This design comes from an exercise in tuning for small area and a short achievable clock period on the open sky130 flow, not from production work.
Function was checked by simulation only, so behaviour that the tests miss may differ from the original.
No activity file was given, so power comes from the tool's default toggle rates.

==> flow/design.v <==
`timescale 1ns / 1ps
module Processor #(
    parameter depth = 32,
    parameter width = 32
    )(
    input clk,
    input rst,
    input [31:0] Instruction,    
    input [31:0] DataIn,         
    output [31:0] AddrOut,       
    output [31:0] DataOut,       
    output [31:0] InstrAddr,     
    output MemWrite              
    );
    wire [4:0] waddr;
    wire [4:0] raddr0;
    wire [4:0] raddr1;
    wire MB;
    wire [3:0] FS;
    wire MD;
    wire [2:0] wstrobe;
    wire we;
    wire [4:0] shamnt;    
    wire [31:0] ConsIn;
    wire V;
    wire C;
    wire N;
    wire Z;
    assign MemWrite = (Instruction[6:0] == 7'b0000101);
    CU CU (
        .clk(clk),
        .rst(rst),
        .N(N),
        .Z(Z),
        .instr(Instruction),
        .waddr(waddr),
        .raddr0(raddr0),
        .raddr1(raddr1),
        .MB(MB),
        .FS(FS),
        .MD(MD),
        .wstrobe(wstrobe),
        .we(we),
        .shamnt(shamnt),
        .ConsOut(ConsIn),
        .InstrAddr(InstrAddr)
        );
    Datapath #(
        .depth(depth),
        .width(width)
        ) Datapath (    
        .clk(clk),
        .rst(rst),
        .waddr(waddr),
        .raddr0(raddr0),
        .raddr1(raddr1),
        .MB(MB),
        .FS(FS),
        .MD(MD),
        .wstrobe(wstrobe),
        .we(we),
        .shamnt(shamnt),
        .DataIn(DataIn),
        .ConsIn(ConsIn),
        .DataOut(DataOut),
        .AddrOut(AddrOut),
        .V(V),
        .C(C),
        .N(N),
        .Z(Z)
        );        
endmodule
`timescale 1ns / 1ps
module CU (
    input clk,
    input rst,
    input N,
    input Z,
    input [31:0] instr,
    output [4:0] waddr,
    output [4:0] raddr0,
    output [4:0] raddr1,
    output MB,
    output [3:0] FS,
    output MD,
    output [2:0] wstrobe,
    output we,
    output [4:0] shamnt,
    output [31:0] ConsOut,
    output [31:0] InstrAddr    
    );
    parameter width = 32;
    wire PL;
    wire JB;
    wire BC;
    wire [31:0] Offset;    
    ID ID (
        instr,
        waddr,
        raddr0,
        raddr1,
        MB,
        FS,
        MD,
        wstrobe,
        we,
        shamnt,
        PL,
        JB,
        BC,
        Offset,
        ConsOut
        );
    PC #(
        width
        ) PC (
        clk,
        rst,
        PL,
        JB,
        BC,
        N,
        Z,
        Offset,
        InstrAddr
        );
endmodule
`timescale 1ns / 1ps
module ID(
    input [31:0] instr,
    output [4:0] waddr,
    output [4:0] raddr0,
    output [4:0] raddr1,
    output MB,
    output [3:0] FS,
    output MD,
    output [2:0] wstrobe,
    output we,
    output [4:0] shamnt,
    output PL,
    output JB,
    output BC,
    output reg [31:0] PCOffset,
    output reg [31:0] ConsOut
    );
    wire [6:0] opcode;
    reg [32:0] control;
    assign opcode = instr[6:0];
    assign waddr = control[32:28];
    assign raddr0 = control[27:23];
    assign raddr1 = control[22:18];
    assign MB = control[17];
    assign FS = control[16:13];
    assign MD = control[12];
    assign wstrobe = control[11:9];
    assign we = control[8];
    assign shamnt = control[7:3];
    assign PL = control[2];
    assign JB = control[1];
    assign BC = control[0];   
    always @(*) begin
        case (opcode)
            7'b0: begin      
                case (instr[14:12])
                    3'b000: begin        
                        control <= {instr[11:7], instr[19:15], 5'b0, 1'b1, 4'b0010, 1'b0, 3'b100, 1'b1, 5'b0, 1'b0, 1'b0, 1'b0};
                        ConsOut <= $signed(instr[31:20]);
                        PCOffset <= 32'b0;
                    end
                    3'b001: begin        
                        control <= {instr[11:7], instr[19:15], 5'b0, 1'b1, 4'b1000, 1'b0, 3'b100, 1'b1, 5'b0, 1'b0, 1'b0, 1'b0};
                        ConsOut <= instr[31:20];
                        PCOffset <= 32'b0;
                    end
                    3'b010: begin        
                        control <= {instr[11:7], instr[19:15], 5'b0, 1'b1, 4'b1001, 1'b0, 3'b100, 1'b1, 5'b0, 1'b0, 1'b0, 1'b0};
                        ConsOut <= instr[31:20];
                        PCOffset <= 32'b0;
                    end
                    3'b011: begin        
                        control <= {instr[11:7], instr[19:15], 5'b0, 1'b1, 4'b1010, 1'b0, 3'b100, 1'b1, 5'b0, 1'b0, 1'b0, 1'b0};
                        ConsOut <= instr[31:20];
                        PCOffset <= 32'b0;
                    end
                    3'b100: begin        
                        control <= {instr[11:7], 5'b0, instr[19:15], 1'b0, 4'b1101, 1'b0, 3'b100, 1'b1, instr[24:20], 1'b0, 1'b0, 1'b0};
                        ConsOut <= 32'b0;
                        PCOffset <= 32'b0;
                    end
                    3'b101: begin        
                        control <= {instr[11:7], 5'b0, instr[19:15], 1'b0, instr[30] ? 4'b1110 : 4'b1100, 1'b0, 3'b100, 1'b1, instr[24:20], 1'b0, 1'b0, 1'b0};
                        ConsOut <= 32'b0;
                        PCOffset <= 32'b0;
                    end
                    default: begin
                        control <= 33'b0;
                        ConsOut <= 32'b0;
                        PCOffset <= 32'b0;
                    end
                endcase
            end
            7'b1: begin          
                case (instr[14:12])
                    3'b000: begin        
                        control <= {instr[11:7], instr[19:15], instr[24:20], 1'b0, 4'b0010, 1'b0, 3'b100, 1'b1, 5'b0, 1'b0, 1'b0, 1'b0};
                        ConsOut <= 32'b0;
                        PCOffset <= 32'b0;
                    end
                    3'b001: begin        
                        control <= {instr[11:7], instr[19:15], instr[24:20], 1'b0, 4'b1000, 1'b0, 3'b100, 1'b1, 5'b0, 1'b0, 1'b0, 1'b0};
                        ConsOut <= 32'b0;
                        PCOffset <= 32'b0;
                    end
                    3'b010: begin        
                        control <= {instr[11:7], instr[19:15], instr[24:20], 1'b0, 4'b1001, 1'b0, 3'b100, 1'b1, 5'b0, 1'b0, 1'b0, 1'b0};
                        ConsOut <= 32'b0;
                        PCOffset <= 32'b0;
                    end
                    3'b011: begin       
                        control <= {instr[11:7], instr[19:15], instr[24:20], 1'b0, 4'b1010, 1'b0, 3'b100, 1'b1, 5'b0, 1'b0, 1'b0, 1'b0};
                        ConsOut <= 32'b0;
                        PCOffset <= 32'b0;
                    end
                    3'b110: begin       
                        control <= instr[30] 
                                 ? {instr[11:7], instr[19:15], instr[24:20], 1'b0, 4'b0101, 1'b0, 3'b100, 1'b1, 5'b0, 1'b0, 1'b0, 1'b0}
                                 : {instr[11:7], 5'b0, instr[19:15], 1'b0, 4'b1101, 1'b0, 3'b100, 1'b1, instr[24:20], 1'b0, 1'b0, 1'b0};
                        ConsOut <= 32'b0;
                        PCOffset <= 32'b0;
                    end
                    3'b111: begin        
                        control <= {instr[11:7], 5'b0, instr[19:15], 1'b0, instr[30] ? 4'b1110 : 4'b1100, 1'b0, 3'b100, 1'b1, instr[24:20], 1'b0, 1'b0, 1'b0};
                        ConsOut <= 32'b0;
                        PCOffset <= 32'b0;                                    
                    end
                    default: begin
                        control <= 33'b0;
                        ConsOut <= 32'b0;
                        PCOffset <= 32'b0;
                    end
                endcase                
            end
            7'b10: begin         
                control <= {5'b0, 5'b0, 5'b0, 1'b0, 4'b0000, 1'b0, 3'b100, 1'b0, 5'b0, 1'b1, 1'b1, 1'b0};
                ConsOut <= 32'b0;
                PCOffset <= $signed({instr[31], instr[19:12], instr[20], instr[30:21]});
            end
            7'b11: begin         
                case (instr[14:12])
                    3'b000: begin        
                        control <= {5'b0, instr[19:15], instr[24:20], 1'b0, 4'b0101, 1'b0, 3'b100, 1'b0, 5'b0, 1'b1, 1'b0, 1'b0};
                        ConsOut <= 32'b0;
                        PCOffset <= $signed({instr[31], instr[7], instr[30:25], instr[11:8]});
                    end
                    3'b001: begin        
                        control <= {5'b0, instr[19:15], instr[24:20], 1'b0, 4'b0101, 1'b0, 3'b100, 1'b0, 5'b0, 1'b1, 1'b0, 1'b1};
                        ConsOut <= 32'b0;
                        PCOffset <= $signed({instr[31], instr[7], instr[30:25], instr[11:8]});                  
                    end
                    default: begin
                        control <= 33'b0;
                        ConsOut <= 32'b0;
                        PCOffset <= 32'b0;
                    end
                endcase
            end
            7'b100: begin       
                control <= {instr[11:7], instr[19:15], 5'b0, 1'b0, 4'b0000, 1'b1, instr[14:12], 1'b1, 5'b0, 1'b0, 1'b0, 1'b0};
                ConsOut <= 32'b0;
                PCOffset <= 32'b0;
            end
            7'b101: begin       
                control <= {5'b0, instr[19:15], instr[24:20], 1'b0, 4'b0000, 1'b0, 3'b100, 1'b0, 5'b0, 1'b0, 1'b0, 1'b0};
                ConsOut <= 32'b0;
                PCOffset <= 32'b0;                        
            end
            default: begin
                control <= 33'b0;
                ConsOut <= 32'b0;
                PCOffset <= 32'b0;
            end
        endcase
    end
endmodule
`timescale 1ns / 1ps
module PC #(
    parameter width = 32
    )(
    input clk,
    input rst,
    input PL,
    input JB,
    input BC,
    input N,
    input Z,
    input signed [31:0] Offset,
    output reg [31:0] InstrAddr
    );
    reg [31:0] nextInstr;
    always @(*) begin
        if (!PL)
            nextInstr = InstrAddr + 1;
        else if (JB)
            nextInstr = InstrAddr + Offset;
        else begin
            if (BC)
                nextInstr = InstrAddr + (N ? Offset : 1);
            else
                nextInstr = InstrAddr + (Z ? Offset : 1);
        end
    end
    always @(posedge clk, negedge rst) begin
        if (!rst)
            InstrAddr <= 0;
        else
            InstrAddr <= nextInstr;
    end
endmodule
`timescale 1ns / 1ps
module Datapath #(
    parameter depth = 32,
    parameter width = 32
    )(    
    input clk,
    input rst,
    input [$clog2(depth) - 1: 0] waddr,
    input [$clog2(depth) - 1: 0] raddr0,
    input [$clog2(depth) - 1: 0] raddr1,
    input MB,
    input [3:0] FS,
    input MD,
    input [2:0] wstrobe,
    input we,
    input [4:0] shamnt,
    input [width - 1: 0] DataIn,
    input [width - 1: 0] ConsIn,
    output [width - 1: 0] DataOut,
    output [width - 1: 0] AddrOut,
    output V,
    output C,
    output N,
    output Z
    );
    wire [width - 1: 0] Adata;
    wire [width - 1: 0] Bdata;
    wire [width - 1: 0] B;
    wire [width - 1: 0] Ddata;
    wire [3:0] GSelect;
    wire [1:0] HSelect;
    wire MFSelect;
    wire [width - 1: 0] F;
    assign GSelect = FS;
    assign HSelect = FS[1:0];
    assign MFSelect = FS[3] & FS[2];    
    assign B = MB ? ConsIn : Bdata;
    assign Ddata = MD ? DataIn : F;
    assign AddrOut = Adata;
    assign DataOut = B;
    RF #(
        .width(width),
        .depth(depth)
        ) RF (
        .clk(clk),
        .rst(rst),
        .we(we),
        .waddr(waddr),
        .wdata(Ddata),
        .wstrobe(wstrobe),
        .raddr0(raddr0),
        .rdata0(Adata),
        .raddr1(raddr1),
        .rdata1(Bdata)
        );
    FU #(
        .size(width)
        ) FU (
        .A(Adata),
        .B(B),
        .G_select(GSelect),
        .H_select(HSelect),
        .shamnt(shamnt),
        .MF_select(MFSelect),
        .F(F),
        .V(V),
        .C(C),
        .N(N),
        .Z(Z)
        );
endmodule
`timescale 1ns / 1ps
module RF #(
    parameter depth = 32,
    parameter width = 32
    )(
    input clk,
    input rst,
    input we,
    input [$clog2(depth) - 1: 0] waddr,
    input [width - 1: 0] wdata,
    input [2:0] wstrobe,     
    input [$clog2(depth) - 1: 0] raddr0,
    output [width - 1: 0] rdata0,
    input [$clog2(depth) - 1: 0] raddr1,
    output [width - 1: 0] rdata1
    );
    genvar i, j;
    integer k;
    wire [depth - 1: 0] waddro;
    reg [depth - 1: 0] w_en [0:3];
    wire [width - 1: 0] dout [0: depth - 1];
    wire strobe_byte;
    wire strobe_half;
    wire strobe_word;  
    assign strobe_word = we & (wstrobe == 3'b100);
    assign strobe_half = we & (wstrobe == 3'b010);
    assign strobe_byte = we & (wstrobe == 3'b001);
    Decoder #(
        .depth(depth)
        ) decoder (
        .waddri(waddr),
        .waddro(waddro)
        );
    always @(strobe_word, strobe_half, strobe_byte, waddro) begin
        for (k = 0; k < depth; k = k + 1) begin
            w_en[0][k] = waddro[k] & (strobe_word | strobe_half | strobe_byte) ? 1'b1 : 1'b0;
            w_en[1][k] = waddro[k] & (strobe_word | strobe_half) ? 1'b1 : 1'b0;
            w_en[2][k] = waddro[k] & strobe_word ? 1'b1 : 1'b0;
            w_en[3][k] = waddro[k] & strobe_word ? 1'b1 : 1'b0;
        end
    end    
    generate
        for (i = 0; i < depth; i = i + 1) begin                  
            for (j = 0; j < 4; j = j + 1) begin                
                Register #(
                .width(width / 4)
                ) register (
                .clk(clk),
                .rst(i == 0 ? 1'b0 : rst),
                .en(w_en[j][i]),
                .din(wdata[((j + 1) * (width / 4)) - 1: j * (width / 4)]),
                .dout(dout[i][((j + 1) * (width / 4)) - 1: j * (width / 4)])           
                );
            end                       
        end
    endgenerate
    assign rdata0 = dout[raddr0];
    assign rdata1 = dout[raddr1]; 
endmodule
`timescale 1ns / 1ps
module Register #(
    parameter width = 32
    )(
    input clk,
    input rst,
    input en,
    input [width - 1 : 0] din,
    output reg [width - 1 : 0] dout
    );
    always @(posedge clk, negedge rst) begin
        if (!rst)
            dout <= 0;
        else if (en)
            dout <= din;
    end
endmodule
`timescale 1ns / 1ps
module Decoder #(
    parameter depth = 128
    )(
    input [$clog2(depth) - 1 : 0] waddri,
    output [depth - 1 : 0] waddro
    );
    assign waddro = {{(depth - 1){1'b0}}, {1'b1}} << waddri;
endmodule
`timescale 1ns / 1ps
module FU#(parameter size = 32)(
    input [size-1:0] A,B,
    input [3:0]G_select,  
    input [1:0]H_select,
    input [$clog2(size)-1 : 0] shamnt,
    input MF_select,
    input I_R, I_L,
    output [size-1:0] F,
    output V,C,N,Z
    );
    wire alu_v,alu_c,alu_z,alu_n,sh_v,sh_c,sh_n,sh_z;
    wire [size-1:0] g,h;
    defparam alu.size = size;
    ALU alu(A,B,G_select[3],G_select[2],G_select[1],G_select[0],g,alu_v,alu_c,alu_n,alu_z);
    defparam shifter.size = size;
    Shifter shifter(B,shamnt,H_select,I_R,I_L,h);
    defparam MUX_F.size = size;                
    MUX MUX_F(g,h,MF_select,F);
    assign Z = alu_z;
    assign C = alu_c;
    assign N = alu_n;
    assign V = alu_v;
endmodule
`timescale 1ns / 1ps
module ALU#(parameter size = 32)(
    input [size -1:0] A,B, 
    input S2,S1,S0,  
    input C_in,  
    output [size-1:0]Y,
    output V,C,N,Z  
    );
    wire [size-1:0] au_out, lu_out, alu_out;
    wire v,c,n,au_z,lu_z,alu_z;
    defparam AU.size = size;
    arithmetic_unit AU(A,B,S1,S0,C_in,au_out,v,c,n,au_z);
    defparam LU.size = size;
    logic_unit LU(A,B,S0,C_in,lu_out,lu_z);
    defparam MUX_S.size = size;
    MUX MUX_S(au_out,lu_out,S2,alu_out);
    defparam MUX_Z.size = 1;
    MUX MUX_Z(au_z,lu_z,S2,alu_z);
    assign Y = alu_out;
    assign Z = alu_z;
    assign V = v;
    assign N = n;
    assign C = c;
endmodule
module arithmetic_unit#(parameter size = 32)(
    input [size -1:0] A,B,
    input S1,S0,C_in,
    output [size-1:0] S,
    output V,C,N,Z );
    defparam add_sub.size = size ;
    ADDER add_sub(A,B,S,S1,S0,C_in,V,C,N,Z);
endmodule
module logic_unit#(parameter size = 32)(
    input [size -1:0] A,B,
    input S0,C_in,
    output [size-1:0] S,
    output Z );
    wire [size-1:0] res_and,res_xor,res_or;
    wire [1:0] selector;
    assign selector = {S0,C_in};
    assign res_and = A & B;
    assign res_or = A | B;
    assign res_xor = A ^ B;
    assign S = ( selector == 2'b00 ? res_and : ( selector == 2'b01 ? res_or : ( selector == 2'b10 ? res_xor : 32'h0000))); 
    assign Z = ( S == 32'h0000 ? 1'b1 : 1'b0);
endmodule
module MUX #(parameter size = 32)(
    input [size -1:0] A,B,
    input S2,
    output [size -1:0] S );
    assign S = ( S2 == 1'b1 ? B : ( S2 == 1'b0 ? A : 32'hAAAA));  
endmodule
`timescale 1ns / 1ps
module ADDER#(parameter size = 32)(
    input  [size-1:0] X,Y,
    output [size-1:0] S,
    input S1,S0,
    input C_in,
    output V,C,N,Z);
    wire [size-1:0] res_add,res_sub,neg_y,res_subf;
    wire [1:0]selector;
    wire c_out_add, c_out_sub,c_out_subf,c_in_sub;
    wire less_than,equal_to,greater_than;
    assign neg_y = ~Y;
    assign selector = {S1,S0};
    defparam adder.size = size;
    RCA adder(X,Y,C_in,c_out_add,res_add);
    defparam subtractor.size = size;
    RCA subtractor(X,neg_y,1'b0 ,c_out_sub,res_sub);
    assign c_in_sub = (less_than | equal_to) ? 1'b1 : 1'b0;
    defparam f_subtractor.size = size;
    RCA f_subtractor(X, neg_y, 1'b1, c_out_subf, res_subf);    
    defparam comparator.size = size;
    Comparator comparator(X,Y,less_than,equal_to,greater_than);
    assign S = (selector == 2'b10) ? res_subf :
                (selector == 2'b01) ? res_add : 
                  (selector == 2'b00 )? Y : 
                    (selector == 2'b11) ? Y : 32'h2222; 
    assign V = (S[size-1]^X[size-1]) & ~(X[size-1]^Y[size-1]);
    assign N = ( selector == 2'b10 ? ( less_than == 1'b1 ? 1'b1 : 1'b0) : 1'b0);
    assign Z = ( selector == 2'b00 ? ( Y == 32'h0000 ? 1'b1 : 1'b0) : ( selector == 2'b01 ? ( res_add == 32'h0000 ? 1'b1 : 1'b0) : ( selector == 2'b10 ? ( res_subf == 32'h0000 ? 1'b1 : 1'b0 ) : ( selector == 2'b11 ? ( Y == 32'h0000 ? 1'b1 : 1'b0): 1'b0))));
    assign C = ( selector == 2'b00 ?  1'b0 : ( selector == 2'b01 ? c_out_add : ( selector == 2'b10 ? c_out_subf : ( selector == 2'b11 ? 1'b0 : 1'b0)))); 
endmodule
module Comparator#(parameter size = 32) (
    input [size-1:0] a,
    input [size-1:0] b,
    output reg less_than,
    output reg equal_to,
    output reg greater_than
);
always @(*) begin
    if ($signed(a) < $signed(b)) begin
        less_than = 1'b1;
        equal_to = 1'b0;
        greater_than = 1'b0;
    end else if ($unsigned(a) == $unsigned(b)) begin
        less_than = 1'b0;
        equal_to = 1'b1;
        greater_than = 1'b0;
    end else begin  
        less_than = 1'b0;
        equal_to = 1'b0;
        greater_than = 1'b1;
    end
end
endmodule
module RCA#(parameter size = 32)(
    input [31:0] a,
    input [31:0] b,
    input carry_in,
    output carry_out,
    output [31:0] c
);
    wire [31:0] carry;
    genvar i;
    generate
        for (i=0; i<32; i=i+1) begin : adder_chain
            FA FA_gen (
                .a(a[i]),
                .b(b[i]),
                .carry_in(i==0 ? carry_in : carry[i-1]),
                .sum(c[i]),
                .carry_out(carry[i])
            );
        end
    endgenerate
    assign carry_out = carry[31];
endmodule
module FA (
    input a,
    input b,
    input carry_in,
    output sum,
    output carry_out
);
    assign sum = a ^ b ^ carry_in;
    assign carry_out = (a & b) | (carry_in & (a ^ b));
endmodule
`timescale 1ns / 1ps
module Shifter#(parameter size = 32)(
    input [size-1:0] B,
    input [$clog2(size)-1 : 0] shamnt,
    input [1:0] S,
    input I_R,I_L,
    output [size-1:0] H
    );
    wire [size-1:0] as_out,ls_out;
    defparam ArShift.size = size;
    arithmetic_shifter ArShift(B,S[0],shamnt,as_out);
    defparam LoShift.size = size;
    logical_shifter LoShift(B,S[0],shamnt,ls_out);
    assign H = S[1]==1'b1 ? as_out : (S[1] == 1'b0 ? ls_out : 32'habcd);
endmodule
module logical_shifter#(parameter size = 32)(
    input [size-1:0] B,
    input selection,
    input [$clog2(size)-1 : 0] shift_amount,
    output reg [size-1:0] C
);
    always @* begin
        if (selection == 0) begin
            C = B >> shift_amount;
        end
        else
            C = B << shift_amount;
    end
endmodule
module arithmetic_shifter#(parameter size = 32)(
    input [size-1:0] B,
    input selection,
    input [$clog2(size)-1 : 0] shift_amount,
    output reg [size-1:0] C
);
    always @* begin
        if (selection == 0) 
            C = $signed(B) >>> shift_amount;
        else
            C = $signed(B) <<< shift_amount;
    end
endmodule
==> flow/run.sh <==
#!/bin/bash
# synth_recipe.tcl (not shown) runs the flow's synth.tcl, then flattens the netlist and writes it again
# the make line also repeats each setting of config.mk as NAME=value (left out here)
make -C /OpenROAD-flow-scripts/flow DESIGN_CONFIG=/design/flow/config.mk WORK_HOME=/design/flow/orfs CLKGATE_MAP_FILE= SYNTH_SCRIPT=/design/flow/synth_recipe.tcl finish
==> flow/config.mk <==
export PLATFORM = sky130hd
export DESIGN_NAME = Processor
export DESIGN_NICKNAME = Processor
export VERILOG_FILES = /design/flow/design.v
export SDC_FILE = /design/flow/constraint.sdc
export NUM_CORES = 8
export LEC_CHECK = 0
export CAP_MARGIN = 20
export CORE_MARGIN = 2
export CORE_UTILIZATION = 40
export SLEW_MARGIN = 20
==> flow/constraint.sdc <==
create_clock -name core_clock -period 27.0 [get_ports {clk}]
set_input_delay 5.4000 -clock core_clock [delete_from_list [all_inputs] [get_ports {clk}]]
set_output_delay 5.4000 -clock core_clock [all_outputs]
set_load 0.01 [all_outputs]
==> results.txt <==
-- sequential cells by signal, indices dropped and copies added, names as in the netlist --
register and count:
CU.PC.InstrAddr 32, Datapath.RF.genblk1.genblk1.register.dout 992
-- Yosys cell counts, types with 42 or more instances --
cell,number,area share
o22ai_1,74,0.0071
clkbuf_1,401,0.023
and3_1,49,0.0047
buf_2,113,0.0087
fa_1,62,0.019
mux2i_1,128,0.020
a22oi_1,422,0.049
o211ai_1,42,0.0048
nand2_1,665,0.038
nand4_1,113,0.011
nor4_1,56,0.0054
a221oi_1,111,0.015
a222oi_1,46,0.0071
mux2_2,624,0.11
o21ai_1,69,0.0053
a22o_1,125,0.017
a31oi_1,100,0.0096
buf_4,90,0.010
nand3_1,278,0.021
inv_1,96,0.0055
a32oi_1,48,0.0065
nor2_1,555,0.032
o31ai_1,58,0.0067
dfrtp_1,1024,0.39
ha_1,132,0.025
nor3_1,120,0.0092
o21ai_0,314,0.024
a211oi_1,55,0.0064
a21oi_1,278,0.021
-- cells in the final DEF (no fill, tap or decap), types with 46 or more instances in the layout --
master / instances
o22ai_1: 73
buf_4: 749
o21ai_0: 309
mux2_2: 624
nand4_1: 113
nor2_1: 488
a221oi_1: 108
dfrtp_1: 1024
nor3_1: 104
a22o_1: 124
a211oi_1: 54
clkdlybuf4s50_1: 158
nand3_1: 275
a22oi_1: 418
a31oi_1: 96
nand2_1: 651
inv_1: 95
clkbuf_16: 112
fa_2: 51
a21oi_1: 269
mux2i_1: 128
o21ai_1: 62
and3_1: 49
o31ai_1: 57
ha_1: 128
a222oi_1: 46
-- cell families (layout without fill, tap and decap cells) --
family / Yosys count / in the layout / synth area share
simple gates: 1980 / 1980 / 0.139
buf+inv: 740 / 1250 / 0.0506
other cells: 0 / 38 / 0
fa+ha+maj: 194 / 194 / 0.0445
mux: 768 / 768 / 0.133
xor+xnor: 32 / 32 / 0.00452
compound gates: 2129 / 2129 / 0.234
flops: 1024 / 1024 / 0.394
-- layout make-up --
| class | count | area [µm²] |
|---|---|---|
| antenna | 38 | 95.1 |
| inverter | 99 | 372 |
| timing repair buffer | 949 | 7910 |
| multi-input combinational | 5103 | 37600 |
| fill | 15231 | 82700 |
| clock inverter | 51 | 696 |
| sequential | 1024 | 25600 |
| clock buffer | 151 | 3210 |
| tap | 2160 | 2700 |
-- power by group through the flow --
stage	Sequential, mW	Combinational, mW	Clock, mW
floorplan	1.59	0.0623	0
global placement	1.59	0.209	0
detailed placement	1.59	0.209	0
CTS	1.56	0.211	1.66
global route	1.56	0.228	1.73
finish	1.56	0.216	1.67
-- worst min-delay path by stage --
stage | depth (start not counted) | to | from | slack (ps)
after CTS | 2 | flop | flop | 510
after detailed placement | 2 | flop | flop | 500
after floorplan | 2 | flop | flop | 460
final | 2 | flop | flop | 510
after global placement | 2 | flop | flop | 490
after global routing | 2 | flop | flop | 520
-- metal layers --
metal / up-vias / share of wire / GRT usage / routed length (µm)
li1: 26997 / - / - / -
met5: - / 0.0016 / 0.0247 / 700
met2: 7002 / 0.38 / 0.695 / 172000
met1: 35426 / 0.36 / 0.629 / 160000
met4: 44 / 0.10 / 0.397 / 44700
met3: 2391 / 0.16 / 0.270 / 71100
-- worst register-to-register path: cells and delay by family, from the launching register on --
| kind | cells | cell delay (ps) |
|---|---|---|
| compound gates | 17 | 3690 |
| xor+xnor | 1 | 250 |
| fa+ha+maj | 32 | 13040 |
| buf+inv | 4 | 680 |
| flops | 1 | 550 |
| simple gates | 12 | 1980 |
-- per-stage QoR --
| step | utilization | setup slack [ps] | power, mW | hold slack, ps | area [µm²] |
|---|---|---|---|---|---|
| final | 0.486 | 658 | 3.44 | 511 | 78200 |
| after global routing | 0.485 | 8.34 | 3.51 | 521 | 78100 |
| after CTS | 0.483 | -395 | 3.43 | 511 | 77700 |
| after detailed placement | 0.458 | -1910 | 1.79 | 498 | 73700 |
| after global placement | 0.457 | -2000 | 1.79 | 488 | 73600 |
| after floorplan | - | 20.3 | 1.65 | 462 | 65100 |
-- timing repair --
item | in CTS | in global routing
hold buffers | 0 | 0
pin swaps | 11 | 28
endpoints found under the setup margin | 17 | 21
buffers inserted | 3 | 10
gates resized for setup | 25 | 72
==> impl_metrics.tcl <==
set metrics [dict create \
    fmax_ghz 0.0380 \
    cts_tree "yes" \
    dieHeight_um 407 \
    comb_power_share 0.063 \
    worst-path-buf-inv 7 \
    ctsLongestPathBuffers 3 \
    path_clk_slew_ps 60 \
    reg2reg_slack_ps 6670 \
    hp-class "reg2reg" \
    dr.pass1.iters 12 \
    arrival_ps 27010 \
    cap_violations 0 \
    fin_crit_sh 0.976 \
    syn-num-nets 7127 \
    fin_cells 9575 \
    antenna_found_initial 54 \
    power.density_nw_per_um2 44.0 \
    dr_total_vias 71860 \
    synthArstFlopShare 1.00 \
    clk_latency_ps 830 \
    dr.first_iter.drc_count 13182 \
    internal_power_mw 2.57 \
    synth_cells 6867 \
    route.detailed.drc 0 \
    grt_pass1_wl_um 597000 \
    ys_seq_area_frac 0.394 \
    io_pins 163 \
    endpoint "CU.PC.InstrAddr[31]$_DFF_PN0_" \
    overflow 0 \
    power.share.sequential 0.453 \
    route.detailed.wl_per_inst_um 46.8 \
    cp_max_fo 7 \
    grt_max_degree 151 \
    gp_congestion 1.09 \
    cts_buffers 112 \
    clkPwrFrac 0.485 \
    status "timing/DRC/antenna clean" \
    cp_top_family "adder cells" \
    max_slew_margin 0.0514 \
    rows 147 \
    coreArea_um2 161000 \
    area_delta_synth_final_pct 20.3 \
    grt_usage 0.522 \
    start_kind "input port" \
    start_util 0.404 \
    path_common_cell "fa_2" \
    cp-end-kind "flop" \
    crit_type "in2reg" \
    htree_levels 3 \
    crit_cells 77 \
    synth_ff_type "dfrtp_1" \
    reg2reg_depth 66 \
    startpoint "Instruction[13]" \
    finClkSkew_ps 93.9 \
    placed_cells 9319 \
    irDropWorstVdd_v 0.0000597 \
    synth.ff_latch_count 1024 \
    die_w_um 407 \
    ant_nets 0 \
    grt_pass1_vias 66462 \
    dp_hpwl_um 316000 \
    setup_violations 0 \
    finalHoldViolCount 0 \
    maxSlewViolCount 0 \
    slowest_delay_ps 510 \
    cts_sinks 1024 \
    avgViaCountPerCell 7.50 \
    routed_wl_um 448000 \
    p_sw_mw 0.868 \
    syn_area_per_cell_um2 9.47 \
    post-route-min-period_ps 26340 \
    synth-edff-count 0 \
    swShare 0.252 \
    tightest_slew_ps 1420 \
    reg2reg_to "CU.PC.InstrAddr[31]$_DFF_PN0_" \
    power.static_leakage_nw 34.4 \
    cts_root_buf "clkbuf_16" \
    yosysUniqueCellTypes 110 \
    layout-drive-gt1-share 0.261 \
    die_area_um2 166000 \
    tns_ps 0 \
    rsz0062_at_grt "no" \
    io_buffers 162 \
    nets 7549 \
    cp_slowest_cell "clkdlybuf4s50_1" \
    synth_area_um2 65000 \
    critPathRequiredTime_ps 27670 \
    synth.yosys.warnings 9 \
]

afterwards: timing with drivers on the ports:
No port has a modelled driver above. Below, the same layout with a new extraction and two added sets of constraints. Step 1: set_driving_cell puts a clkbuf_16 on clk and a buf_2 on each other input, an assumption about the parent block. Step 2 times the ports against the registers' clock, not the clock port: input delays grow and output delays shrink by t, the midpoint of the rising clock arrivals with the driver on. Slacks: no drivers / after step 1 / after step 2; pairs: no drivers / after step 1.
t (ns): 0.866
slack for setup (ns): 0.658 / 0.706 / -0.160
hold WS [ns]: 0.511 / 0.511 / 0.511
worst register clock-pin slew, ns: 0.07 / 0.07
With both steps, setup timing fails in this run, where it was met with ideal ports. The setup slack of this run moves by +0.048 ns with the drivers and by -0.818 ns with both steps.
